What follows belongs to an exercise in optimizing a design on an open flow for small area, a short achievable clock period and few clock cycles; a production flow would make more cautious choices.
Function was checked by simulation only, so behaviour that the tests miss may differ from the original.

### flow/config.mk
export PLATFORM = sky130hd
export DESIGN_NAME = drygascon128
export DESIGN_NICKNAME = drygascon128
export VERILOG_FILES = /design/flow/design.v
export SDC_FILE = /design/flow/constraint.sdc
export NUM_CORES = 4
export LEC_CHECK = 0
export CAP_MARGIN = 20
export CORE_MARGIN = 2
export CORE_UTILIZATION = 40
export PLACE_DENSITY = 0.8
export SETUP_SLACK_MARGIN = 4.5
export SLEW_MARGIN = 20
### flow/run.sh
#!/bin/bash
# synth_recipe.tcl (not shown) runs the flow's synth.tcl, then flattens the netlist and writes it again
# the make line also repeats each setting of config.mk as NAME=value (left out here)
make -C /OpenROAD-flow-scripts/flow DESIGN_CONFIG=/design/flow/config.mk WORK_HOME=/design/flow/orfs CLKGATE_MAP_FILE= SYNTH_SCRIPT=/design/flow/synth_recipe.tcl finish
### flow/design.v
`timescale 1ns / 1ps
`default_nettype none
module gascon5_round(
    input wire [320-1:0] din,
    input wire [4-1:0] round,
    output wire [320-1:0] out
    );
wire [63:0] a0 = din[0*64+:64] ^ din[4*64+:64];
wire [63:0] a1 = din[1*64+:64];
wire [63:0] a2 = din[2*64+:64] ^ din[1*64+:64] ^ {56'd0, ~round, round};
wire [63:0] a3 = din[3*64+:64];
wire [63:0] a4 = din[4*64+:64] ^ din[3*64+:64];
wire [63:0] b0 = a0 ^ (~a1 & a2);
wire [63:0] b1 = a1 ^ (~a2 & a3);
wire [63:0] b2 = a2 ^ (~a3 & a4);
wire [63:0] b3 = a3 ^ (~a4 & a0);
wire [63:0] b4 = a4 ^ (~a0 & a1);
wire [63:0] s0 = b0 ^ b4;
wire [63:0] s1 = b1 ^ b0;
wire [63:0] s2 = ~b2;
wire [63:0] s3 = b3 ^ b2;
wire [63:0] s4 = b4;
function [63:0] birotr;
    input [63:0] v;
    input integer s;
    reg [31:0] i0, i1;
    integer s2, s3;
    begin
        i0 = v[31:0];
        i1 = v[63:32];
        s2 = s / 2;
        s3 = (s2 + 1) % 32;
        if (s % 2 == 1)
            birotr = {(i0 >> s3) | (i0 << ((32 - s3) % 32)), (i1 >> s2) | (i1 << ((32 - s2) % 32))};
        else
            birotr = {(i1 >> s2) | (i1 << ((32 - s2) % 32)), (i0 >> s2) | (i0 << ((32 - s2) % 32))};
    end
endfunction
assign out[0*64+:64] = s0 ^ birotr(s0, 19) ^ birotr(s0, 28);
assign out[1*64+:64] = s1 ^ birotr(s1, 61) ^ birotr(s1, 38);
assign out[2*64+:64] = s2 ^ birotr(s2,  1) ^ birotr(s2,  6);
assign out[3*64+:64] = s3 ^ birotr(s3, 10) ^ birotr(s3, 17);
assign out[4*64+:64] = s4 ^ birotr(s4,  7) ^ birotr(s4, 40);
endmodule
module drygascon128(
    input wire clk,
    input wire clk_en,
    input wire rst,
    input wire [31:0] din,
    input wire [3:0] ds,
    input wire wr_i,
    input wire wr_c,
    input wire wr_x,
    input wire [3:0] rounds,
    input wire start,
    input wire rd_r,
    input wire rd_c,
    output reg [31:0] dout,
    output reg idle
    );
reg [319:0] c;
reg [127:0] x;
reg [127:0] r;
reg mx;         
reg [3:0] cnt;  
wire last_mix = (cnt == 4'd13);
wire mw_en = mx & ~last_mix;        
wire [9:0] d = r[9:0];
wire [319:0] mw;
genvar k;
generate for (k = 0; k < 5; k = k + 1) begin : g_mix
    assign mw[64*k+:32] = mw_en ? x[d[2*k+:2]*32+:32] : 32'd0;
    assign mw[64*k+32+:32] = 32'd0;
end endgenerate
wire [319:0] core_out;
gascon5_round u_round(.din(c), .round(mx ? 4'd0 : cnt), .out(core_out));
wire [127:0] acc = core_out[127:0] ^ {core_out[159:128], core_out[255:160]};
wire go = ~idle | (start & ~mx);    
wire keep = ~idle & ~mx;            
always @(posedge clk) begin
    if (clk_en) begin
        if (go)
            c <= core_out ^ mw;
        else if (wr_c | rd_c)
            c <= {wr_c ? din : c[31:0], c[319:32]};
        else if (start)
            c <= c ^ mw;
        if (wr_x)
            x <= {din, x[127:32]};
        if (go | start) begin
            if (mw_en)
                r <= {idle ? {6'd0, ds} : 10'd0, r[127:10]};
            else
                r <= (keep ? r : 128'd0) ^ acc;
        end else if (wr_i | rd_r)
            r <= {wr_i ? din : r[31:0], r[127:32]};
        dout <= rd_c ? c[31:0] : r[31:0];
    end
end
always @(posedge clk) begin
    if (clk_en) begin
        if (rst) begin
            idle <= 1'b1;
            mx <= 1'b0;
            cnt <= 4'd0;
        end else if (idle) begin
            if (wr_i)
                mx <= 1'b1;
            if (start && (mx || rounds != 4'd1)) begin
                idle <= 1'b0;
                cnt <= mx ? 4'd0 : 4'd1;
            end
        end else if (mx) begin
            if (last_mix) begin
                mx <= 1'b0;
                cnt <= 4'd1;
            end else
                cnt <= cnt + 4'd1;
        end else if (cnt == rounds - 4'd1) begin
            idle <= 1'b1;
            cnt <= 4'd0;
        end else
            cnt <= cnt + 4'd1;
    end
end
endmodule
`default_nettype wire
### flow/constraint.sdc
create_clock -name core_clock -period 7.5 [get_ports {clk}]
set_input_delay 1.5000 -clock core_clock [delete_from_list [all_inputs] [get_ports {clk}]]
set_output_delay 1.5000 -clock core_clock [all_outputs]
set_load 0.01 [all_outputs]
==> key figures, run 1 <==
Outcome
  – Status: no timing/DRC/antenna violations

Critical path
  – Crit path depth: 8
  – Worst Path Arrival: 3.81 ns
  – Delay-heaviest family, CP: XOR/XNOR gates
  – Setup CP Type: flop to flop
  – Worst path buffer plus inverter count: 1
  – Worst-path fanout max: 4
  – Worst Path Required: 8.07 ns
  – CP Launch Type: flop
  – Slowest cell on crit path: xor3_1
  – Crit path cell chain: inv_1 > ha_1 > xnor2_2 > xnor2_2 > xnor2_1 > xnor2_1 > xor3_1 > a21oi_1
  – Worst reg-to-reg path cell count: 8
  – Crit path largest cell delay: 0.61 ns
  – CP endpoint kind: flop

Final layout
  – Core Util, Final: 0.476
  – Fill cells: 11576
  – Nets: 5425
  – Area grow syn2layout: 18.5%
  – Layout cells sized above 1: 0.152

Place
  – HPWL after DPL: 178000 um
  – Port bufs: just over 80
  – RD Place Congestion: 1.14

Global route
  – Total GRT Usage: 0.360
  – Pin count of the biggest net entering global routing: 174
  – Initial antenna violation count: 14
  – Global-route wire length before repair: 331000 um
  – Total grt overflow: 0
  – Number of global-route vias before repair: 41310

Synthesis
  – Top FF cell, synth: edfxtp_1
  – Sequential share of the synthesized area: 0.356
  – FFs w/ async S/R, synth: 0
  – Avg Cell Area, Syn: 10.1 um2
  – Post-synth EDFFs: 614
  – Yosys reg bits: between 600 and 700
  – Cell variety after synth: 49
  – Synth Cell Area: 0.0518 mm2
  – Syn_nets: about 5300
  – Ys Warns: 2
  – Synth Instances: 5113

STA
  – # setup viols final: 0
  – RSZ-0062 raised after global routing: yes
  – Actual slew at the worst max-slew pin: about 1.3 ns
  – Max-slew violations: 0
  – Fin crit share: 0.432
  – Relative max-transition margin: 0.139
  – Sum of negative setup slack: 0 ns
  – Hold Fails Final Rpt: 0
  – F_max: roughly 300 MHz
  – Crit path time final: 3.24 ns
  – Layout Skew: 0.0467 ns

Clocking
  – Clock root cell: clkbuf_16
  – Num CTS Buffers: 77
  – CTS HTree Levels: 3
  – Clock latency (worst-skew pair): 0.74 ns
  – Clock Path Buffers: 3
  – CTS tree: done
  – Reg clk slew, reported paths: ~0.060 ns
  – Sink Count: 614

Floorplanning
  – Die width: 364 um
  – Ports: 82
  – DIE AREA: 0.132 mm2
  – Cell row count: 132
  – Core Box Area: roughly 0.13 mm2
  – Initial core utilization: 0.402
  – Die height: between 300 and 400 um

Drt
  – Detailed-route via count: 44522
  – DR vias/cell: between 6 and 7
  – WL/cell: around 34 um
  – Iteration-0 DRC Markers: 7612
  – Post-DRT Antenna Nets: 0
  – # DRC: 0
  – Wirelength, routed: ~240000 um
  – Router iterations before antenna repair: 6

Flow run
  – Max cap viols: 0

Min path
  – Hold WC Path Type: flop to flop
  – Hold path cells: 0
## synth_stat cells, types with 7 or more instances
| cell | count | area [um2] |
|---|---|---|
| a211oi_1 | 143 | 1070 |
| a21o_1 | 7 | 52.6 |
| a21oi_1 | 358 | 1790 |
| a22oi_1 | 7 | 52.6 |
| a31oi_1 | 20 | 125 |
| and3_1 | 16 | 100 |
| buf_1 | 30 | 113 |
| buf_2 | 13 | 65.1 |
| clkbuf_1 | 229 | 860 |
| edfxtp_1 | 614 | 18400 |
| ha_1 | 124 | 1550 |
| inv_1 | 207 | 777 |
| maj3_1 | 45 | 450 |
| mux2i_1 | 40 | 400 |
| mux4_2 | 160 | 3600 |
| nand2_1 | 627 | 2350 |
| nand3_1 | 58 | 290 |
| nor2_1 | 293 | 1100 |
| nor2b_1 | 10 | 62.6 |
| nor3_1 | 9 | 45.0 |
| o211ai_1 | 17 | 128 |
| o21ai_0 | 293 | 1470 |
| o22ai_1 | 31 | 194 |
| o31ai_1 | 24 | 180 |
| or2_2 | 9 | 56.3 |
| or3_1 | 33 | 206 |
| xnor2_1 | 1202 | 10500 |
| xnor3_1 | 82 | 1850 |
| xor2_1 | 360 | 3150 |
| xor3_1 | 11 | 262 |
## cell type report
type	count	area, um2	area share
diodes	8	20.0	0.000326
clock inverters	52	618	0.0101
inverters	207	790	0.0129
flip-flops and latches	614	18400	0.300
multi-input cells	4023	34200	0.557
repair buffers	329	3140	0.0511
clock buffers	89	1990	0.0325
well taps	1742	2180	0.0355
## sequential cells by signal, summed over array words and instances, names as in the netlist
register and flops:
c 320, cnt 4, dout 32, idle 1, mx 1, r 128
x 128
## layer usage
layer / vias up / global-route usage / part of all wire
met5: - / 0 / 0.00022
met4: 6 / 0.282 / 0.096
met3: 854 / 0.109 / 0.14
met2: 3544 / 0.511 / 0.41
met1: 22085 / 0.454 / 0.36
li1: 18033 / - / -
## per-stage QoR
stage / area [um2] / hold WS [ns] / setup WS (ns) / std cells
2_1_floorplan: 52000 / 0.490 / 2.35 / 5113
3_3_place_gp: 55200 / 0.506 / 2.62 / 6821
3_5_place_dp: 55300 / 0.516 / 2.63 / 6822
4_1_cts: 60100 / 0.536 / 4.22 / 7010
5_1_grt: 61400 / 0.551 / 4.33 / 7058
6_report: 61400 / 0.535 / 4.26 / 7064
## path summary, 6_finish.rpt
path / startpoint / end / slack [ns]
setup / recovery: c[76] / r[39] / 4.26
hold / removal: x[50] / x[18] / 0.53
hold reg to reg: x[50] / x[18] / 0.53
setup reg to reg: c[76] / r[39] / 4.26
## cells by family after synthesis
logic type | share of synthesized area
AOI/OAI and AO/OA | 0.101
and+or+nand+nor | 0.0818
muxes | 0.0773
DFF | 0.356
adders and majority gates | 0.0386
buffers and inverters | 0.0358
xor gates and xnor gates | 0.310
## cell usage in the layout (no fill, tap or decap), types with 153 or more instances in the layout
| master | Yosys | final |
|---|---|---|
| nor2_1 | 293 | 288 |
| nand2_1 | 627 | 624 |
| mux4_2 | 160 | 160 |
| a21oi_1 | 358 | 358 |
| inv_1 | 207 | 206 |
| edfxtp_1 | 614 | 614 |
| xnor2_2 | 2 | 153 |
| xor2_1 | 360 | 343 |
| buf_4 | 4 | 201 |
| xnor2_1 | 1202 | 988 |
| o21ai_0 | 293 | 292 |
## what timing repair did
| item | CTS | global route |
|---|---|---|
| setup endpoints to repair | 914 | 370 |
| gates cloned | 9 | 1 |
| pin swaps | 28 | 30 |
| buffers inserted | 38 | 43 |
| resized for setup | 266 | 104 |
| hold buffers | 0 | 0 |
Testbench counts, summed over its fixed seeds: cycles 61,126.
==> run 2: changes to the inputs <==
--- a/flow/config.mk
+++ b/flow/config.mk
@@ -8,6 +8,5 @@
 export CAP_MARGIN = 20
 export CORE_MARGIN = 2
 export CORE_UTILIZATION = 40
-export PLACE_DENSITY = 0.8
 export SETUP_SLACK_MARGIN = 4.5
 export SLEW_MARGIN = 20
==> key figures, run 2 <==
Clocking
  – Clock root cell: clkbuf_16
  – Clock latency (worst-skew pair): 0.74 ns
  – CTS tree: done
  – Hold buffer count at CTS: 0
  – Sink Count: 614
  – CTS HTree Levels: 3
  – Reg clk slew, reported paths: 0.06 ns
  – Clock Path Buffers: 3
  – Num CTS Buffers: 82

Drt
  – Post-DRT Antenna Nets: 0
  – DR vias/cell: 6.18
  – Wirelength, routed: 248000 um
  – Iteration-0 DRC Markers: 6723
  – WL/cell: 35.2 um
  – Router iterations before antenna repair: 8
  – # DRC: 0
  – Detailed-route via count: between 40000 and 50000

Floorplanning
  – Die height: 364 um
  – Initial core utilization: 0.402
  – Die width: 364 um
  – Cell row count: 132
  – DIE AREA: 0.132 mm2
  – Ports: 82
  – Core Box Area: around 0.13 mm2

Synthesis
  – Avg Cell Area, Syn: ~10 um2
  – Post-synth EDFFs: 614
  – FFs w/ async S/R, synth: 0
  – Ys Warns: 2
  – Top FF cell, synth: edfxtp_1
  – Sequential share of the synthesized area: 0.356
  – Synth Instances: approximately 5100
  – Cell accounting for the most synthesized area: edfxtp_1
  – Synth area leaders: edfxtp_1 36%, xnor2_1 20%, mux4_2 7.0%, xor2_1 6.1%, nand2_1 4.5%
  – Commonest cells post-synth: 1202 x xnor2_1, 627 x nand2_1, 614 x edfxtp_1
  – Synth Cell Area: 0.0518 mm2
  – Syn_nets: about 5300
  – Yosys reg bits: approximately 610
  – Cell variety after synth: roughly 50
  – Most frequent cell after synthesis: xnor2_1
  – Yosys top cell area share: 0.356

Global route
  – Total grt overflow: 0
  – Global-route wire length before repair: ~330000 um
  – Total GRT Usage: 0.367
  – Initial antenna violation count: 21
  – Number of global-route vias before repair: 40308
  – Pin count of the biggest net entering global routing: 174

Critical path
  – CP endpoint kind: flop
  – Worst reg-to-reg path cell count: 7
  – Worst Path Required: 7.79 ns
  – Worst R2R End: r[22]
  – Slowest cell on crit path: clkdlybuf4s50_1
  – Worst-path fanout max: 89
  – Worst setup endpoint: c[82]
  – Crit path launch: start
  – R2r setup slk: 4.41 ns
  – FF-to-FF Start: c[319]
  – Crit path cell chain: clkdlybuf4s50_1 > buf_6 > nor2b_4 > buf_12 > a21boi_4 > clkbuf_16
  – CP Launch Type: primary input
  – Setup CP Type: primary input to flop
  – Crit path largest cell delay: 0.41 ns
  – Worst Path Arrival: ~3.4 ns

Final layout
  – Commonest non-fill, non-tap cell in the layout: xnor2_1
  – Nets: 5418
  – Top Registers: c x320, r x128, x x128
  – Area of the multi-input gates: 0.0344 mm2
  – Biggest register: c
  – Commonest non-fill, non-tap cells in the layout: 977 x xnor2_1, 623 x nand2_1, 614 x edfxtp_1
  – Fill cells: 11963
  – Seq. cell area: around 0.018 mm2
  – Layout cells sized above 1: 0.152
  – Cell area after layout: 0.0615 mm2
  – Largest register FFs: 320
  – Area grow syn2layout: 18.7%

STA
  – F_max: 323 MHz
  – Max-slew violations: 0
  – Crit path time final: 3.10 ns
  – # setup viols final: 0
  – RSZ-0062 raised after global routing: yes
  – Sum of negative setup slack: 0 ns
  – Layout Skew: 0.0627 ns
  – Fin crit share: 0.413
  – Hold Fails Final Rpt: 0
  – Relative max-transition margin: 0.110
  – Actual slew at the worst max-slew pin: 1.32 ns

Min path
  – Hold WC Path Type: flop to flop

Place
  – Port bufs: 81
  – RD Place Congestion: 1.08
  – DP Area: around 0.055 mm2
  – HPWL after DPL: 182000 um

Flow run
  – Max cap viols: 0

Outcome
  – Status: no timing/DRC/antenna violations
## run 2: cell counts after synthesis
Identical to the previous run, type by type.
## run 2: metrics by stage
step                worst slack (ns)  hold WS, ns  std cells  utilization
CTS                             4.38        0.535       7017        0.468
detailed placement              3.23        0.523       6823        0.429
global placement                3.28        0.518       6823        0.429
floorplan                       2.35        0.490       5113            -
global route                    4.42        0.553       7053        0.477
finish                          4.40        0.540       7059        0.477
## run 2: repair_timing
| action | CTS | global route |
|---|---|---|
| pin swaps | 23 | 24 |
| cloned | 10 | 2 |
| endpoints found under the setup margin | 740 | 237 |
| setup buffers | 35 | 33 |
| gates resized for setup | 292 | 104 |
## run 2: worst min-delay path by stage
stage,slack (ns),endpoint,cells past startpoint,start
floorplan,0.49,x[32],0,x[64]
global placement,0.52,x[59],0,x[91]
detailed placement,0.52,x[61],0,x[93]
CTS,0.53,x[95],0,x[127]
global route,0.55,x[47],0,x[79]
finish,0.54,x[31],0,x[63]
## run 2: cells by family (layout without fill, tap and decap cells)
family | Yosys count | count (layout) | synth area share
AO/OA/AOI/OAI | 919 | 920 | 0.101
XOR/XNOR | 1668 | 1668 | 0.310
adder cells (fa/ha/maj) | 169 | 169 | 0.0386
buffers and inverters | 484 | 674 | 0.0358
flip-flops | 614 | 614 | 0.356
multiplexers | 200 | 200 | 0.0773
other | 0 | 7 | 0
AND/OR/NAND/NOR | 1059 | 1065 | 0.0818
## run 2: critical path, delay by kind of cell
family                 cells  cell delay (ns)
buffers and inverters      4             1.28
and+or+nand+nor            1             0.24
AOI/OAI and AO/OA          1             0.14
## run 2: metal layers
layer	GRT usage	vias up	routed length, um	share of wire
met1	0.483	21937	93700	0.38
met4	0.241	8	19500	0.079
met3	0.0951	697	31100	0.13
met5	0	-	53	0.00021
li1	-	18006	-	-
met2	0.533	2983	104000	0.42
## run 2: area by class of cell
class                      instances  area share
tap                             1742      0.0354
multi-input combinational       4022       0.560
timing repair buffer             318      0.0501
clock buffer                      98      0.0354
clock inverter                    51     0.00610
antenna                            7    0.000285
inverter                         207      0.0128
sequential                       614       0.300
==> run 3: changes to the inputs <==
--- a/flow/config.mk
+++ b/flow/config.mk
@@ -8,5 +8,7 @@
 export CAP_MARGIN = 20
 export CORE_MARGIN = 2
 export CORE_UTILIZATION = 40
+export CTS_BUF_LIST = sky130_fd_sc_hd__clkbuf_8
+export CTS_CLUSTER_SIZE = 20
 export SETUP_SLACK_MARGIN = 4.5
 export SLEW_MARGIN = 20
==> key figures, run 3 <==
Drt
  – Router iterations before antenna repair: 6
  – WL/cell: 34.5 um
  – Iteration-0 DRC Markers: 6660
  – Detailed-route via count: 43515
  – DR vias/cell: a little over 6
  – Wirelength, routed: between 200000 and 250000 um
  – # DRC: 0
  – Post-DRT Antenna Nets: 0

Clocking
  – Num CTS Buffers: 120
  – CTS HTree Levels: 3
  – Clock Path Buffers: 3
  – Clock latency (worst-skew pair): 0.93 ns
  – CTS tree: done
  – Clock root cell: clkbuf_8
  – Sink Count: 614
  – Hold buffer count at CTS: 0
  – Reg clk slew, reported paths: 0.06 ns

Critical path
  – CP endpoint kind: flop
  – Setup CP Type: primary input to flop
  – Crit path cell chain: clkdlybuf4s50_1 > buf_4 > nor2b_4 > buf_12 > a21boi_4 > clkbuf_16
  – Worst-path fanout max: 90
  – Slowest cell on crit path: buf_12
  – Crit path largest cell delay: ~0.4 ns
  – Worst Path Arrival: between 3 and 4 ns
  – CP Launch Type: primary input
  – Worst Path Required: 7.91 ns

Place
  – Port bufs: 81
  – HPWL after DPL: 182000 um
  – RD Place Congestion: 1.08
  – DP Area: 0.0553 mm2

Synthesis
  – Sequential share of the synthesized area: 0.356
  – FFs w/ async S/R, synth: 0
  – Synth area leaders: edfxtp_1 36%, xnor2_1 20%, mux4_2 7.0%, xor2_1 6.1%, nand2_1 4.5%
  – Top FF cell, synth: edfxtp_1
  – Avg Cell Area, Syn: slightly above 10 um2
  – Syn_nets: 5286
  – Yosys reg bits: 614
  – Cell variety after synth: 49
  – Post-synth EDFFs: between 600 and 700
  – Cell accounting for the most synthesized area: edfxtp_1
  – Yosys top cell area share: 0.356
  – Synth Instances: between 5000 and 6000
  – Synth Cell Area: 0.0518 mm2
  – Most frequent cell after synthesis: xnor2_1
  – Commonest cells post-synth: 1202 x xnor2_1, 627 x nand2_1, 614 x edfxtp_1
  – Ys Warns: 2

STA
  – Layout Skew: 0.0539 ns
  – # setup viols final: 0
  – Crit path time final: ~3.2 ns
  – RSZ-0062 raised after global routing: yes
  – Max-slew violations: 0
  – Relative max-transition margin: 0.0635
  – Sum of negative setup slack: 0 ns
  – Actual slew at the worst max-slew pin: 1.39 ns
  – F_max: around 310 MHz
  – Hold Fails Final Rpt: 0
  – Fin crit share: 0.426

Global route
  – Pin count of the biggest net entering global routing: 174
  – Global Route met1 Usage: 0.476
  – Global-route wire length before repair: 332000 um
  – GR Util met2: 0.528
  – Number of global-route vias before repair: 40315
  – Layer with the highest usage: met2
  – Met3 usage: 0.102
  – Total grt overflow: 0
  – Initial antenna violation count: 18
  – Total GRT Usage: 0.366

Final layout
  – Top Registers: c x320, r x128, x x128
  – Core Util, Final: 0.472
  – Commonest non-fill, non-tap cells in the layout: 970 x xnor2_1, 623 x nand2_1, 614 x edfxtp_1
  – Largest register FFs: 320
  – Layout cells sized above 1: 0.163
  – Commonest non-fill, non-tap cell in the layout: xnor2_1
  – Biggest register: c
  – Area grow syn2layout: 17.4%
  – Cell area after layout: slightly above 0.06 mm2
  – Nets: between 5000 and 6000

Floorplanning
  – Ports: about 80
  – Die width: 364 um
  – Die height: 364 um
  – Cell row count: 132
  – DIE AREA: 0.132 mm2
  – Initial core utilization: 0.402
  – Core Box Area: 0.129 mm2

Outcome
  – Status: no timing/DRC/antenna violations

Min path
  – Hold WC Path Type: flop to flop

Flow run
  – Max cap viols: 0
## run 3: critical path: cells and delay by family
family	cells	cell delay [ns]
buf+inv	4	1.26
compound gates	1	0.13
simple gates	1	0.25
## run 3: worst paths after layout
kind / from / endpoint / slack (ns) / cells after the start
worst max-delay path: start / c[283] / 4.31 / 6
worst min register to register: x[111] / x[79] / 0.52 / 0
worst min-delay path: x[111] / x[79] / 0.52 / 0
worst max register to register: c[294] / c[306] / 4.37 / 6
## run 3: layer usage
metal / vias up / part of all wire
met5: - / 0.00015
met3: 706 / 0.13
li1: 18093 / -
met1: 21690 / 0.38
met2: 3020 / 0.42
met4: 6 / 0.081
## run 3: timing repair
action	in CTS	in global routing
pin swaps	20	28
gates cloned	7	2
resized for setup	361	115
setup endpoints to repair	581	344
buffers inserted	28	36
## run 3: stage by stage
stage                     std cells  worst slack, ns  hold WS (ns)
after detailed placement       6823             3.23         0.523
after global routing           7126             4.38         0.543
after CTS                      7083             4.30         0.516
final                          7132             4.31         0.524
after floorplan                5113             2.35         0.490
after global placement         6823             3.28         0.518
## run 3: cells by family after synthesis
logic type	count (synthesis)	share of synthesized area
buffers and inverters	484	0.0358
xor gates and xnor gates	1668	0.310
muxes	200	0.0773
adders and majority gates	169	0.0386
AOI/OAI and AO/OA	919	0.101
DFF	614	0.356
and+or+nand+nor	1059	0.0818
## run 3: layout make-up
| cell class | instances | area, um2 |
|---|---|---|
| inverters | 207 | 790 |
| flip-flops and latches | 614 | 18400 |
| clock inverters | 104 | 541 |
| well taps | 1742 | 2180 |
| diodes | 11 | 27.5 |
| fillers | 12089 | 68200 |
| multi-input cells | 4022 | 34400 |
| repair buffers | 311 | 2790 |
| clock buffers | 121 | 1670 |
==> run 4: changes to the inputs <==
==> flow/flow/run.sh (new file) <==
#!/bin/bash
# The standard layout (standard.sh: the ORFS flow with its standard synthesis), with
# plain buffers (buf_4) on the ports instead of the delay cells buffer_ports picks, and with
# the resizer free to change a cell's footprint when it sizes it.
set -euo pipefail
bash standard.sh 'BUFFER_PORTS_ARGS=-buffer_cell sky130_fd_sc_hd__buf_4' MATCH_CELL_FOOTPRINT=0 finish > make_finish.log 2>&1
==> flow/standard.sh (new file) <==
#!/bin/bash
# synth_recipe.tcl (not shown) runs the flow's synth.tcl, then flattens the netlist and writes it again
# the make line also repeats each setting of config.mk as NAME=value (left out here)
make -C /OpenROAD-flow-scripts/flow DESIGN_CONFIG=/design/flow/config.mk WORK_HOME=/design/flow/orfs CLKGATE_MAP_FILE= SYNTH_SCRIPT=/design/flow/synth_recipe.tcl "${@:-finish}"
--- a/flow/config.mk
+++ b/flow/config.mk
@@ -8,7 +8,5 @@
 export CAP_MARGIN = 20
 export CORE_MARGIN = 2
 export CORE_UTILIZATION = 40
-export CTS_BUF_LIST = sky130_fd_sc_hd__clkbuf_8
-export CTS_CLUSTER_SIZE = 20
 export SETUP_SLACK_MARGIN = 4.5
 export SLEW_MARGIN = 20
removed: flow/run.sh
==> key figures, run 4 <==
STA
  – RSZ-0062 raised after global routing: yes
  – Fin crit share: 0.419
  – Hold Fails Final Rpt: 0
  – Max-slew violations: 0
  – Crit path time final: between 3 and 4 ns
  – Layout Skew: ~0.052 ns
  – # setup viols final: 0
  – Sum of negative setup slack: 0 ns
  – Relative max-transition margin: 0.101
  – Actual slew at the worst max-slew pin: 1.34 ns
  – F_max: 318 MHz

Synthesis
  – Top FF cell, synth: edfxtp_1
  – Yosys top cell area share: 0.356
  – Commonest cells post-synth: 1202 x xnor2_1, 627 x nand2_1, 614 x edfxtp_1
  – Avg Cell Area, Syn: 10.1 um2
  – Synth area leaders: edfxtp_1 36%, xnor2_1 20%, mux4_2 7.0%, xor2_1 6.1%, nand2_1 4.5%
  – Syn_nets: 5286
  – Most frequent cell after synthesis: xnor2_1
  – Post-synth EDFFs: 614
  – Sequential share of the synthesized area: 0.356
  – Ys Warns: 2
  – FFs w/ async S/R, synth: 0
  – Yosys reg bits: slightly above 600
  – Cell accounting for the most synthesized area: edfxtp_1
  – Synth Cell Area: 0.0518 mm2
  – Cell variety after synth: 49
  – Synth Instances: 5113

Final layout
  – Top Registers: c x320, r x128, x x128
  – Area grow syn2layout: 17.9%
  – Largest register FFs: 320
  – Fill cells: 12011
  – Cell area after layout: 0.0611 mm2
  – Nets: around 5400
  – Layout cells sized above 1: 0.166
  – Commonest non-fill, non-tap cells in the layout: 998 x xnor2_1, 624 x nand2_1, 614 x edfxtp_1
  – Biggest register: c
  – Commonest non-fill, non-tap cell in the layout: xnor2_1

Clocking
  – Clock root cell: clkbuf_16
  – Hold buffer count at CTS: 0
  – Clock latency (worst-skew pair): 0.75 ns
  – CTS HTree Levels: 3
  – Sink Count: 614
  – Clock Path Buffers: 3
  – CTS tree: done
  – Num CTS Buffers: just over 80
  – Reg clk slew, reported paths: 0.06 ns

Critical path
  – Worst reg-to-reg path cell count: 8
  – Slowest cell on crit path: xnor2_2
  – Crit path cell chain: inv_1 > ha_1 > xnor2_1 > xnor2_2 > xnor2_1 > xnor2_2 > xnor3_1 > o22ai_1
  – Worst path buffer plus inverter count: 1
  – CP Launch Type: flop
  – CP endpoint kind: flop
  – Setup CP Type: flop to flop
  – Worst Path Arrival: 3.73 ns
  – Worst-path fanout max: 5
  – Worst Path Required: 8.09 ns
  – Delay-heaviest family, CP: XOR/XNOR gates
  – Crit path largest cell delay: 0.57 ns
  – Crit path depth: 8

Place
  – HPWL after DPL: 184000 um
  – DP Area: 0.0553 mm2
  – Port bufs: 81
  – RD Place Congestion: between 1 and 1.5

Drt
  – WL/cell: 35.0 um
  – Router iterations before antenna repair: 6
  – Routed wl met3: between 20000 and 30000 um
  – Detailed-route via count: 43297
  – DR vias/cell: 6.13
  – Wirelength, routed: 247000 um
  – Post-DRT Antenna Nets: 0
  – Uppermost layer routed: met5
  – # DRC: 0
  – Met2 Routed Length: 104000 um
  – Wl on met1: 94600 um
  – Iteration-0 DRC Markers: 6906

Flow run
  – Max cap viols: 0

Floorplanning
  – Cell row count: 132
  – Die height: 364 um
  – DIE AREA: 0.132 mm2
  – Initial core utilization: 0.402
  – Core Box Area: about 0.13 mm2
  – Ports: 82
  – Die width: 364 um

Min path
  – Hold path cells: 0
  – Hold WC Path Type: flop to flop

Global route
  – Total GRT Usage: 0.366
  – Total grt overflow: 0
  – Initial antenna violation count: 18
  – Global-route wire length before repair: around 330000 um
  – Pin count of the biggest net entering global routing: approximately 190
  – Number of global-route vias before repair: 40311

Outcome
  – Status: no timing/DRC/antenna violations
-- run 4: cell counts after synthesis --
Identical to the previous run, type by type.
-- run 4: worst paths after layout --
check                            start    end  slack, ns
worst max-delay path            c[212]  r[42]       4.36
worst min register to register   x[64]  x[32]       0.53
worst min-delay path             x[64]  x[32]       0.53
worst max register to register  c[212]  r[42]       4.36
-- run 4: cell families (layout without fill, tap and decap cells) --
group	Yosys count	count (layout)	synth area share
compound gates	919	920	0.101
flops	614	614	0.356
simple gates	1059	1065	0.0818
xor+xnor	1668	1668	0.310
other cells	0	4	0
fa+ha+maj	169	169	0.0386
buf+inv	484	685	0.0358
mux	200	200	0.0773
-- run 4: timing repair --
| action | CTS | global route |
|---|---|---|
| gates cloned | 4 | 5 |
| setup buffers | 21 | 42 |
| pin swaps | 14 | 26 |
| gates resized for setup | 232 | 104 |
| setup endpoints to repair | 703 | 363 |
-- run 4: cell type report --
type	instances	area, um2	share of cell area
multi-input combinational	4022	34200	0.559
sequential	614	18400	0.302
timing repair buffer	333	2940	0.0481
tap	1742	2180	0.0357
clock buffer	99	2140	0.0350
inverter	207	785	0.0128
clock inverter	46	415	0.00680
antenna	4	10.0	0.000164
-- run 4: through the flow --
| step | setup slack (ns) | instances | util | hold WS, ns |
|---|---|---|---|---|
| finish | 4.36 | 7067 | 0.473 | 0.530 |
| global route | 4.39 | 7063 | 0.473 | 0.551 |
| CTS | 4.22 | 7016 | 0.464 | 0.527 |
| detailed placement | 3.12 | 6846 | 0.429 | 0.530 |
| global placement | 3.17 | 6844 | 0.428 | 0.522 |
| floorplan | 2.41 | 5113 | - | 0.490 |
-- run 4: layer usage --
metal,track usage,vias to the layer above
li1,-,18035
met4,0.259,14
met3,0.0860,627
met5,0,-
met2,0.528,2887
met1,0.483,21734
==> run 5: changes to the inputs <==
--- a/flow/design.v
+++ b/flow/design.v
@@ -64,7 +64,7 @@
 reg mx;         
 reg [3:0] cnt;  
 wire last_mix = (cnt == 4'd13);
-wire mw_en = mx & ~last_mix;        
+wire mw_en = mx & ~last_mix & (~idle | start);  
 wire [9:0] d = r[9:0];
 wire [319:0] mw;
 genvar k;
@@ -79,16 +79,12 @@
 wire keep = ~idle & ~mx;            
 always @(posedge clk) begin
     if (clk_en) begin
-        if (go)
-            c <= core_out ^ mw;
-        else if (wr_c | rd_c)
-            c <= {wr_c ? din : c[31:0], c[319:32]};
-        else if (start)
-            c <= c ^ mw;
+        if (go | wr_c | rd_c | start)
+            c <= (go ? core_out : (wr_c | rd_c) ? {wr_c ? din : c[31:0], c[319:32]} : c) ^ mw;
         if (wr_x)
             x <= {din, x[127:32]};
         if (go | start) begin
-            if (mw_en)
+            if (mx & ~last_mix)
                 r <= {idle ? {6'd0, ds} : 10'd0, r[127:10]};
             else
                 r <= (keep ? r : 128'd0) ^ acc;
==> key figures, run 5 <==
Synthesis
  – Largest family of logic cells by synthesized area: XOR/XNOR gates
  – Syn_nets: 5128
  – Synth Cell Area: 0.0505 mm2
  – Avg Cell Area, Syn: 10.2 um2
  – Commonest cells post-synth: 1058 x xnor2_1, 807 x nand2_1, 614 x edfxtp_1
  – Compound-Gate Fraction of Synth Area: 0.0887
  – FFs w/ async S/R, synth: 0
  – Area share of fa/ha/maj cells after synthesis: 0.0426
  – Cell variety after synth: 48
  – Synth Instances: 4955
  – Yosys reg bits: about 610
  – Yosys top cell area share: 0.365
  – Sequential share of the synthesized area: 0.365
  – Ys Warns: 2
  – Cell accounting for the most synthesized area: edfxtp_1
  – Simple-Gate Fraction of Synth Area: 0.0856
  – Post-Synth XOR/XNOR Area: 0.292
  – Most frequent cell after synthesis: xnor2_1
  – Synth area leaders: edfxtp_1 37%, xnor2_1 18%, mux4_2 7.1%, xor2_1 6.1%, nand2_1 6.0%
  – Multiplexer area fraction after synthesis: 0.0870
  – Post-synth EDFFs: 614
  – Top FF cell, synth: edfxtp_1

Global route
  – Total GRT Usage: 0.374
  – Global-route wire length before repair: 332000 um
  – Number of global-route vias before repair: slightly below 40000
  – Initial antenna violation count: 13
  – Total grt overflow: 0
  – Pin count of the biggest net entering global routing: around 160

Critical path
  – Critical Path Most Common Cell: xnor2_4
  – CP Launch Type: flop
  – CP endpoint kind: flop
  – Worst Path Arrival: 3.50 ns
  – Slowest cell on crit path: xnor3_2
  – R2r setup slk: ~4.4 ns
  – Crit path cell chain: inv_1 > ha_1 > xnor2_2 > xnor3_2 > xnor2_4 > buf_4 > xnor2_4 > o21ai_0 > xor2_1
  – Worst-path fanout max: 4
  – Crit path largest cell delay: 0.53 ns
  – Worst Path Required: between 7 and 8 ns
  – Setup CP Type: flop to flop

STA
  – Max-slew violations: 0
  – Actual slew at the worst max-slew pin: 1.20 ns
  – RSZ-0062 raised after global routing: yes
  – Relative max-transition margin: 0.196
  – Hold_ws: 0.521 ns
  – # setup viols final: 0
  – F_max: 325 MHz
  – Hold Fails Final Rpt: 0
  – Fin crit share: 0.410
  – Sum of negative setup slack: 0 ns
  – Layout Skew: 0.0511 ns
  – Crit path time final: 3.07 ns

Final layout
  – Largest register FFs: 320
  – Core Util, Final: 0.478
  – Cell area after layout: 0.0599 mm2
  – Layout cells sized above 1: 0.170
  – Biggest register: c
  – Area grow syn2layout: 18.6%
  – Commonest non-fill, non-tap cells in the layout: 860 x xnor2_1, 803 x nand2_1, 614 x edfxtp_1
  – Commonest non-fill, non-tap cell in the layout: xnor2_1
  – Top Registers: c x320, r x128, x x128
  – Nets: approximately 5300

Drt
  – WL/cell: 37.1 um
  – Detailed-route via count: about 43000
  – Iteration-0 DRC Markers: around 6500
  – Router iterations before antenna repair: 8
  – # DRC: 0
  – Wirelength, routed: between 200000 and 300000 um
  – DR vias/cell: 6.29
  – Post-DRT Antenna Nets: 0

Clocking
  – Sink Count: 614
  – Num CTS Buffers: 80
  – CTS tree: done
  – CTS HTree Levels: 3
  – Reg clk slew, reported paths: 0.06 ns
  – Clock root cell: clkbuf_16
  – Clock Path Buffers: 3
  – Clock latency (worst-skew pair): 0.73 ns

Place
  – HPWL after DPL: about 180000 um
  – RD Place Congestion: 1.08
  – DP Area: 0.0538 mm2
  – Port bufs: 81

Floorplanning
  – Core Box Area: 0.125 mm2
  – Die height: 359 um
  – DIE AREA: 0.129 mm2
  – Initial core utilization: 0.403
  – Ports: 82
  – Die width: 359 um
  – Cell row count: 130

Min path
  – Hold WC Path Type: flop to flop

Outcome
  – Status: no timing/DRC/antenna violations

Flow run
  – Max cap viols: 0
==> run 5: cell count changes in the layout (fill, tap and decap cells not counted), moves of 28 or more <==
cell      before  now
nand2_1      624  803
inv_1        206  251
o211ai_1      17   47
mux2i_1       40   78
buf_4        292  259
nand3_1       57   87
o21ai_0      286  314
xnor2_1      998  860
a21oi_1      358  303
a211oi_1     143   10
nor2_1       290  110
==> run 5: path summary, 6_finish.rpt <==
path,from,depth (start not counted),to
setup / recovery,c[196],9,c[223]
hold / removal,x[113],0,x[81]
setup reg to reg,c[196],9,c[223]
hold reg to reg,x[113],0,x[81]
==> run 5: timing repair <==
item / in CTS / in global routing
endpoints found under the setup margin: 585 / 314
gates resized for setup: 229 / 92
buffers inserted: 24 / 42
hold buffers: 0 / 0
pin swaps: 12 / 29
cloned: 8 / 7
==> run 5: routing by layer <==
layer  GRT usage  wire length [um]  vias to the layer above  part of all wire
li1            -                 -                    17372                 -
met1       0.472             92200                    21506              0.36
met2       0.550            107000                     3108              0.42
met3      0.0998             30800                      840              0.12
met4       0.280             23000                        2             0.091
met5           0                13                        -          0.000051
==> run 5: logic make-up (layout without fill, tap and decap cells) <==
kind of cell	after synthesis	count (layout)
other	0	9
buffers and inverters	517	708
flip-flops	614	614
multiplexers	239	239
XOR/XNOR	1515	1515
adder cells (fa/ha/maj)	184	184
AO/OA/AOI/OAI	810	812
AND/OR/NAND/NOR	1076	1078
==> run 5: critical path: cells and delay by family, from the launching register on <==
kind	cells	cell delay, ns
flip-flops	1	0.46
XOR/XNOR	5	1.57
adder cells (fa/ha/maj)	1	0.24
AO/OA/AOI/OAI	1	0.24
buffers and inverters	2	0.27
==> run 5: stage by stage <==
stage          std cells  worst slack, ns
6_report            6809             4.43
3_5_place_dp        6573             3.03
3_3_place_gp        6571             3.08
4_1_cts             6751             4.28
2_1_floorplan       4955             2.43
5_1_grt             6800             4.38
==> run 5: final cells by class <==
class | count | area (um2)
clock inverter | 55 | 644
antenna | 9 | 22.5
fill | 11618 | 65500
sequential | 614 | 18400
multi-input combinational | 3828 | 32800
tap | 1650 | 2060
inverter | 252 | 953
clock buffer | 91 | 2110
timing repair buffer | 310 | 2900
Testbench counts of run 5, summed over its fixed seeds: cycles 61,126.
==> run 6: changes to the inputs <==
==> flow/run.sh (new file) <==
#!/bin/bash
# synth_recipe.tcl (not shown) runs the flow's synth.tcl, then flattens the netlist and writes it again
# the make line also repeats each setting of config.mk as NAME=value (left out here)
make -C /OpenROAD-flow-scripts/flow DESIGN_CONFIG=/design/flow/config.mk WORK_HOME=/design/flow/orfs CLKGATE_MAP_FILE= SYNTH_SCRIPT=/design/flow/synth_recipe.tcl finish
--- a/flow/config.mk
+++ b/flow/config.mk
@@ -8,5 +8,5 @@
 export CAP_MARGIN = 20
 export CORE_MARGIN = 2
 export CORE_UTILIZATION = 40
-export SETUP_SLACK_MARGIN = 4.5
+export SETUP_SLACK_MARGIN = 4.75
 export SLEW_MARGIN = 20
removed: flow/flow/run.sh
removed: flow/standard.sh
==> key figures, run 6 <==
Outcome
  – Status: no timing/DRC/antenna violations

Critical path
  – Slowest cell on crit path: and3_1
  – Crit path largest cell delay: 0.48 ns
  – Worst Path Arrival: 3.41 ns
  – Worst Path Required: around 8.1 ns
  – Worst-path fanout max: 25
  – Setup CP Type: flop to flop
  – CP endpoint kind: flop
  – CP Launch Type: flop
  – Crit path cell chain: buf_4 > ha_1 > nand3_1 > and2_4 > buf_6 > and3_1 > nand2_1 > o221ai_1

Floorplanning
  – Die width: roughly 360 um
  – Core Box Area: roughly 0.13 mm2
  – DIE AREA: 0.129 mm2
  – Initial core utilization: 0.403
  – Die height: 359 um
  – Ports: 82
  – Cell row count: 130

STA
  – F_max: 350 MHz
  – Hold Fails Final Rpt: 0
  – Hold_ws: 0.540 ns
  – # setup viols final: 0
  – Sum of negative setup slack: 0 ns
  – Layout Skew: 0.0405 ns
  – Actual slew at the worst max-slew pin: 1.07 ns
  – Fin crit share: 0.380
  – Crit path time final: 2.85 ns
  – Relative max-transition margin: 0.284
  – RSZ-0062 raised after global routing: yes
  – Max-slew violations: 0

Place
  – DP Area: roughly 0.054 mm2
  – RD Place Congestion: 1.06
  – Placed cell count: 6597
  – HPWL after DPL: between 150000 and 200000 um
  – Port bufs: 81

Synthesis
  – Synth area leaders: edfxtp_1 37%, xnor2_1 18%, mux4_2 7.1%, xor2_1 6.1%, nand2_1 6.0%
  – Sequential share of the synthesized area: 0.365
  – Ys Warns: 2
  – Cell variety after synth: 48
  – Syn_nets: 5128
  – Post-synth EDFFs: a little over 600
  – Yosys top cell area share: 0.365
  – Avg Cell Area, Syn: 10.2 um2
  – Yosys reg bits: ~610
  – Synth Cell Area: 0.0505 mm2
  – Cell accounting for the most synthesized area: edfxtp_1
  – Most frequent cell after synthesis: xnor2_1
  – Top FF cell, synth: edfxtp_1
  – Commonest cells post-synth: 1058 x xnor2_1, 807 x nand2_1, 614 x edfxtp_1
  – Synth Instances: 4955
  – FFs w/ async S/R, synth: 0

Drt
  – DR vias/cell: just over 6
  – Router iterations before antenna repair: 6
  – Wirelength, routed: 257000 um
  – Post-DRT Antenna Nets: 0
  – # DRC: 0
  – Iteration-0 DRC Markers: approximately 6700
  – Detailed-route via count: 43422
  – WL/cell: approximately 36 um

Clocking
  – Clock root cell: clkbuf_16
  – Sink Count: 614
  – Clock latency (worst-skew pair): 0.73 ns
  – Reg clk slew, reported paths: 0.06 ns
  – Clock Path Buffers: 3
  – Num CTS Buffers: 82
  – CTS tree: done
  – Hold buffer count at CTS: 0
  – CTS HTree Levels: 3

Final layout
  – Nets: approximately 5500
  – Commonest non-fill, non-tap cells in the layout: 804 x nand2_1, 749 x xnor2_1, 614 x edfxtp_1
  – Cell area after layout: 0.0644 mm2
  – Largest register FFs: 320
  – Commonest non-fill, non-tap cell in the layout: nand2_1
  – Layout cells sized above 1: 0.234
  – Fill cells: roughly 11000
  – Biggest register: c
  – Area grow syn2layout: 27.6%
  – Top Registers: c x320, r x128, x x128
  – Non-filler cells, final: 7061

Flow run
  – Max cap viols: 0

Global route
  – Global-route wire length before repair: ~340000 um
  – Total grt overflow: 0
  – Total GRT Usage: 0.383
  – Initial antenna violation count: 16
  – Number of global-route vias before repair: about 40000
  – Pin count of the biggest net entering global routing: around 130

Min path
  – Hold WC Path Type: flop to flop
[run 6: final cells by class]
type,count,area (um2),share of cell area
well taps,1650,2060,0.0320
inverters,252,958,0.0149
multi-input cells,3831,34700,0.538
clock buffers,102,2170,0.0337
flip-flops and latches,614,18400,0.286
repair buffers,557,5660,0.0878
clock inverters,47,452,0.00701
diodes,8,20.0,0.000311
[run 6: timing repair]
item	CTS	global route
setup endpoints to repair	1040	406
resized for setup	623	185
setup buffers	119	165
gates cloned	16	7
pin swaps	102	113
[run 6: worst max-delay path, delay by kind of cell, from the launching register on]
family                   cells  cell delay, ns
flip-flops                   1            0.46
buffers and inverters        2            0.58
adder cells (fa/ha/maj)      1            0.20
AO/OA/AOI/OAI                1            0.12
AND/OR/NAND/NOR              4            1.30
[run 6: layer usage]
metal	up-vias	GRT usage	wire (um)
li1	17865	-	-
met1	21708	0.493	94900
met2	3077	0.560	108000
met3	764	0.101	31800
met4	8	0.271	22200
met5	-	0	43
[run 6: cell families after synthesis]
group | synth area share
compound gates | 0.0887
xor+xnor | 0.292
fa+ha+maj | 0.0426
buf+inv | 0.0388
flops | 0.365
mux | 0.0870
simple gates | 0.0856
[run 6: path summary, 6_finish.rpt]
check | slack, ns | cells after the start | start | end
max reg2reg | 4.65 | 8 | cnt[0] | r[119]
min | 0.54 | 0 | x[115] | x[83]
max | 4.65 | 8 | cnt[0] | r[119]
min reg2reg | 0.54 | 0 | x[115] | x[83]
[run 6: per-stage QoR]
step	worst slack [ns]	util
2_1_floorplan	2.36	-
5_1_grt	4.65	0.514
4_1_cts	4.63	0.491
6_report	4.65	0.514
3_5_place_dp	2.63	0.432
3_3_place_gp	2.68	0.431
==> run 7: changes to the inputs <==
--- a/flow/config.mk
+++ b/flow/config.mk
@@ -8,5 +8,5 @@
 export CAP_MARGIN = 20
 export CORE_MARGIN = 2
 export CORE_UTILIZATION = 40
-export SETUP_SLACK_MARGIN = 4.75
+export SETUP_SLACK_MARGIN = 4.25
 export SLEW_MARGIN = 20
==> key figures, run 7 <==
Place
  – RD Place Congestion: 1.08
  – Placed cell count: 6570
  – Placement Setup Slack: between 2 and 3 ns
  – HPWL after DPL: 179000 um
  – Port bufs: 81

Clocking
  – Clock Path Buffers: 3
  – Num CTS Buffers: 77
  – Hold buffer count at CTS: 0
  – CTS tree: done
  – Sink Count: between 600 and 700
  – Reg clk slew, reported paths: 0.06 ns
  – Clock root cell: clkbuf_16
  – CTS HTree Levels: 3
  – Clock latency (worst-skew pair): 0.72 ns

STA
  – Layout Skew: 0.0305 ns
  – Relative max-transition margin: 0.146
  – RSZ-0062 raised after global routing: yes
  – Sum of negative setup slack: 0 ns
  – Final WS setup: 4.16 ns
  – Fin crit share: 0.446
  – F_max: 299 MHz
  – Crit path time final: roughly 3.3 ns
  – Max-slew violations: 0
  – # setup viols final: 0
  – Actual slew at the worst max-slew pin: approximately 1.3 ns
  – Hold_ws: ~0.54 ns
  – Hold Fails Final Rpt: 0

Global route
  – Pin count of the biggest net entering global routing: 193
  – Total GRT Usage: 0.357
  – Initial antenna violation count: 10
  – Total grt overflow: 0
  – Number of global-route vias before repair: around 39000
  – Global-route wire length before repair: approximately 320000 um

Synthesis
  – Syn_nets: between 5000 and 6000
  – Post-synth EDFFs: around 610
  – Synth Cell Area: 0.0505 mm2
  – Yosys reg bits: 614
  – FFs w/ async S/R, synth: 0
  – Cell accounting for the most synthesized area: edfxtp_1
  – Commonest cells post-synth: 1058 x xnor2_1, 807 x nand2_1, 614 x edfxtp_1
  – Most frequent cell after synthesis: xnor2_1
  – Yosys top cell area share: 0.365
  – Avg Cell Area, Syn: 10.2 um2
  – Top FF cell, synth: edfxtp_1
  – Synth area leaders: edfxtp_1 37%, xnor2_1 18%, mux4_2 7.1%, xor2_1 6.1%, nand2_1 6.0%
  – Cell variety after synth: 48
  – Synth Instances: 4955
  – Ys Warns: 2
  – Sequential share of the synthesized area: 0.365

Drt
  – DR vias/cell: 6.12
  – Router iterations before antenna repair: 6
  – WL/cell: 34.8 um
  – Iteration-0 DRC Markers: 5717
  – Wirelength, routed: about 230000 um
  – Detailed-route via count: a little over 40000
  – # DRC: 0
  – Post-DRT Antenna Nets: 0

Floorplanning
  – Ports: 82
  – Die height: 359 um
  – Initial core utilization: 0.403
  – Core Box Area: approximately 0.13 mm2
  – Die width: 359 um
  – Cell row count: 130
  – DIE AREA: 0.129 mm2

Min path
  – Hold Startpoint: x[87]
  – Hold Crit Endpoint: x[55]
  – Hold path cells: 0
  – Hold WC Path Type: flop to flop

Final layout
  – Largest register FFs: 320
  – Commonest non-fill, non-tap cells in the layout: 951 x xnor2_1, 803 x nand2_1, 614 x edfxtp_1
  – Commonest non-fill, non-tap cell in the layout: xnor2_1
  – Top Registers: c x320, r x128, x x128
  – Layout cells sized above 1: 0.117
  – Biggest register: c
  – Area grow syn2layout: 13.8%
  – Nets: 5191
  – Non-filler cells, final: 6734

Critical path
  – FF-to-FF Start: c[310]
  – Slowest cell on crit path: buf_4
  – CP Launch Type: primary input
  – CP endpoint kind: flop
  – Worst-path fanout max: between 40 and 50
  – Critical Path Most Common Cell: o21ai_0
  – Worst Path Arrival: between 3 and 4 ns
  – Worst path buffer plus inverter count: 2
  – Crit path cell chain: buf_2 > buf_4 > mux2i_1 > o21ai_0 > nand2_1 > o21ai_0
  – Worst R2R End: r[40]
  – Worst reg-to-reg path cell count: 7
  – Delay-heaviest family, CP: buffers and inverters
  – Crit path largest cell delay: 0.79 ns
  – R2r setup slk: 4.17 ns
  – Worst Path Required: 7.93 ns
  – Setup CP Type: primary input to flop

Flow run
  – Max cap viols: 0

Outcome
  – Status: no timing/DRC/antenna violations
[run 7: changes by cell type in the layout (fill, tap and decap cells not counted), sizes merged, moves of 2 or more]
| cell | change |
|---|---|
| diode | -3 |
| clkdlybuf4s50 | +34 |
| clkinvlp | -2 |
| buf | -337 |
| bufinv | -6 |
| clkbuf | -8 |
| bufbuf | -2 |
[run 7: per-layer routing]
layer,track usage,vias up,wire length (um)
met4,0.262,10,20600
met1,0.454,20553,87500
met5,0,-,61
met3,0.0936,738,27000
li1,-,17239,-
met2,0.525,2693,99300
[run 7: metrics by stage]
| step | cell area (um2) | util |
|---|---|---|
| final | 57400 | 0.458 |
| after global routing | 57400 | 0.458 |
| after CTS | 56900 | 0.454 |
| after detailed placement | 53900 | 0.430 |
| after global placement | 53800 | 0.429 |
| after floorplan | 50600 | - |
[run 7: how the worst max path moves through the flow]
stage / from / to / slack, ns / depth (start not counted)
5_1_grt: mx / c[193] / 4.22 / 9
2_1_floorplan: rd_c / c[100] / 2.36 / 5
3_5_place_dp: start / r[32] / 2.68 / 7
6_report: wr_i / r[120] / 4.16 / 6
3_3_place_gp: start / r[32] / 2.76 / 7
4_1_cts: c[105] / c[193] / 4.05 / 9
[run 7: kinds of logic after synthesis]
family / count (synthesis) / share of synthesized area
AND/OR/NAND/NOR: 1076 / 0.0856
buffers and inverters: 517 / 0.0388
multiplexers: 239 / 0.0870
flip-flops: 614 / 0.365
XOR/XNOR: 1515 / 0.292
AO/OA/AOI/OAI: 810 / 0.0887
adder cells (fa/ha/maj): 184 / 0.0426
[run 7: area by class of cell]
class | count | area, um2
clock inverter | 38 | 218
clock buffer | 102 | 2080
fill | 11856 | 68000
inverter | 252 | 946
tap | 1650 | 2060
sequential | 614 | 18400
antenna | 5 | 12.5
timing repair buffer | 244 | 2290
multi-input combinational | 3829 | 31400
[run 7: worst reg2reg max path, delay by kind of cell, from the launching register on]
| kind | cells | cell delay (ns) |
|---|---|---|
| adder cells (fa/ha/maj) | 1 | 0.36 |
| AO/OA/AOI/OAI | 1 | 0.09 |
| XOR/XNOR | 5 | 2.14 |
| flip-flops | 1 | 0.46 |
[run 7: repair_timing]
action                     in CTS  in global routing
cloned                          7                  0
setup buffers                   7                  5
setup endpoints to repair     621                184
gates resized for setup        88                 53
pin swaps                       6                  5
==> run 8: changes to the inputs <==
--- a/flow/config.mk
+++ b/flow/config.mk
@@ -8,5 +8,5 @@
 export CAP_MARGIN = 20
 export CORE_MARGIN = 2
 export CORE_UTILIZATION = 40
-export SETUP_SLACK_MARGIN = 4.25
+export SETUP_SLACK_MARGIN = 4.5
 export SLEW_MARGIN = 20
==> key figures, run 8 <==
STA
  – Relative max-transition margin: 0.111
  – Fin crit share: 0.412
  – Crit path time final: between 3 and 4 ns
  – Max-slew violations: 0
  – Actual slew at the worst max-slew pin: between 1 and 1.5 ns
  – # setup viols final: 0
  – Hold Fails Final Rpt: 0
  – RSZ-0062 raised after global routing: yes
  – Sum of negative setup slack: 0 ns
  – F_max: 324 MHz
  – Layout Skew: 0.0421 ns

Synthesis
  – Synth Cell Area: between 0.05 and 0.06 mm2
  – Yosys reg bits: 614
  – Sequential share of the synthesized area: 0.365
  – Ys Warns: 2
  – Syn_nets: 5128
  – Commonest cells post-synth: 1058 x xnor2_1, 807 x nand2_1, 614 x edfxtp_1
  – Top FF cell, synth: edfxtp_1
  – Avg Cell Area, Syn: 10.2 um2
  – Yosys top cell area share: 0.365
  – Synth area leaders: edfxtp_1 37%, xnor2_1 18%, mux4_2 7.1%, xor2_1 6.1%, nand2_1 6.0%
  – Most frequent cell after synthesis: xnor2_1
  – Cell variety after synth: 48
  – Synth Instances: ~5000
  – FFs w/ async S/R, synth: 0
  – Cell accounting for the most synthesized area: edfxtp_1
  – Post-synth EDFFs: between 600 and 700

Drt
  – Post-DRT Antenna Nets: 0
  – DR vias/cell: about 6.1
  – Wirelength, routed: 235000 um
  – Router iterations before antenna repair: 6
  – Detailed-route via count: roughly 42000
  – Iteration-0 DRC Markers: 6613
  – # DRC: 0
  – WL/cell: 34.8 um

Clocking
  – Clock Path Buffers: 3
  – Hold buffer count at CTS: 0
  – CTS HTree Levels: 3
  – Sink Count: 614
  – Clock root cell: clkbuf_16
  – CTS tree: done
  – Clock latency (worst-skew pair): 0.72 ns
  – Reg clk slew, reported paths: 0.07 ns
  – Num CTS Buffers: just under 80

Floorplanning
  – Die height: about 360 um
  – Cell row count: 130
  – Die width: 359 um
  – Ports: 82
  – DIE AREA: 0.129 mm2
  – Core Box Area: ~0.13 mm2
  – Initial core utilization: 0.403

Final layout
  – Area grow syn2layout: 17.1%
  – Commonest non-fill, non-tap cells in the layout: 878 x xnor2_1, 804 x nand2_1, 614 x edfxtp_1
  – Largest register FFs: 320
  – Top Registers: c x320, r x128, x x128
  – Non-filler cells, final: 6767
  – Biggest register: c
  – Nets: 5224
  – Cell area after layout: 0.0591 mm2
  – Commonest non-fill, non-tap cell in the layout: xnor2_1
  – Layout cells sized above 1: 0.143

Critical path
  – Crit path cell chain: xnor2_1 > xnor2_1 > xnor2_1 > buf_4 > xnor2_2 > xnor2_1 > xnor3_1 > a21oi_1
  – CP Launch Type: flop
  – Worst setup endpoint: r[85]
  – Worst R2R End: r[85]
  – Worst Path Required: 8.08 ns
  – Crit path depth: 8
  – Slowest cell on crit path: xnor2_1
  – Worst path buffer plus inverter count: 1
  – Worst reg-to-reg path cell count: 8
  – Delay-heaviest family, CP: XOR/XNOR gates
  – Worst Path Arrival: 3.67 ns
  – FF-to-FF Start: c[51]
  – Crit path largest cell delay: 0.67 ns
  – Worst-path fanout max: 3
  – Critical Path Most Common Cell: xnor2_1
  – Setup CP Type: flop to flop
  – CP endpoint kind: flop
  – Crit path launch: c[51]
  – R2r setup slk: 4.41 ns

Flow run
  – Max cap viols: 0

Global route
  – Total grt overflow: 0
  – Pin count of the biggest net entering global routing: 173
  – Total GRT Usage: 0.356
  – Number of global-route vias before repair: 38426
  – Global-route wire length before repair: 318000 um
  – Initial antenna violation count: 13

Min path
  – Hold WC Path Type: flop to flop

Place
  – HPWL after DPL: around 180000 um
  – Port bufs: between 80 and 90
  – DP Area: 0.0539 mm2
  – RD Place Congestion: between 1 and 1.5
  – Placed cell count: 6574

Outcome
  – Status: no timing/DRC/antenna violations
==> run 8: worst min-delay path by stage <==
stage               startpoint  endpoint  cells after the start
floorplan                x[64]     x[32]                      0
global placement         x[99]     x[67]                      0
detailed placement       x[32]      x[0]                      0
CTS                     x[104]     x[72]                      0
global route            x[104]     x[72]                      0
finish                  x[104]     x[72]                      0
==> run 8: final cells by class <==
class / instances / area, um2
diodes: 4 / 10.0
clock buffers: 91 / 2060
clock inverters: 50 / 499
fillers: 11553 / 66300
inverters: 252 / 958
multi-input cells: 3829 / 32500
flip-flops and latches: 614 / 18400
well taps: 1650 / 2060
repair buffers: 277 / 2610
==> run 8: logic make-up (layout without fill, tap and decap cells) <==
group                      count (synthesis)  count (layout)  synth area share
and+or+nand+nor                         1076            1080            0.0856
other                                      0               4                 0
AOI/OAI and AO/OA                        810             811            0.0887
adders and majority gates                184             184            0.0426
buffers and inverters                    517             670            0.0388
xor gates and xnor gates                1515            1515             0.292
DFF                                      614             614             0.365
muxes                                    239             239            0.0870
==> run 8: per-stage QoR <==
| stage | hold WS, ns | setup slack (ns) | utilization |
|---|---|---|---|
| 6_report | 0.539 | 4.41 | 0.472 |
| 5_1_grt | 0.550 | 4.39 | 0.472 |
| 4_1_cts | 0.536 | 4.38 | 0.463 |
| 3_5_place_dp | 0.526 | 2.73 | 0.430 |
| 3_3_place_gp | 0.512 | 2.74 | 0.430 |
| 2_1_floorplan | 0.490 | 2.36 | - |
==> run 8: layer usage <==
layer,vias up,part of all wire,track usage
met5,-,0.00030,0
met4,12,0.087,0.265
met3,731,0.12,0.0979
met2,2823,0.42,0.519
met1,20662,0.37,0.451
li1,17302,-,-
==> run 8: what timing repair did <==
action	4_1_cts	5_1_grt
setup endpoints to repair	839	291
gates cloned	5	1
resized for setup	223	95
setup buffers	13	29
pin swaps	14	22

[afterwards: timing with drivers on the ports]
The results above use ideal ports. As a check the final layouts listed here were re-extracted and re-timed, cells and wires unchanged.
Step 1: set_driving_cell puts a clkbuf_16 on clk and a buf_2 on each other input, an assumption about the parent block.
Step 2 adds t to the input delays and takes it off the output delays; t is the mean of the earliest and latest rising clock arrival at the registers after step 1. Input paths then give back, and output paths get back, about the clock's delay inside the block.
a / b / c = ideal ports / drivers / drivers and shift; a / b = the first two.
| run | shift t [ns] | setup slack, ns | pins driven straight from the clock port |
|---|---|---|---|
| run 1 | 0.799 | 4.262 / 4.262 / 3.710 | 1 |
| run 2 | 0.789 | 4.401 / 4.410 / 3.670 | 1 |
| run 3 | 0.987 | 4.308 / 4.328 / 3.387 | 1 |
| run 4 | 0.807 | 4.356 / 4.356 / 3.721 | 1 |
| run 5 | 0.787 | 4.425 / 4.425 / 3.712 | 1 |
| run 6 | 0.788 | 4.647 / 4.630 / 3.995 | 1 |
| run 7 | 0.776 | 4.159 / 4.168 / 3.430 | 1 |
| run 8 | 0.780 | 4.410 / 4.410 / 3.727 | 1 |
After both steps every run listed still meets setup and hold. For run 3, which loses most, drivers alone change the setup slack by +0.020 ns; drivers and shift together by -0.921 ns.
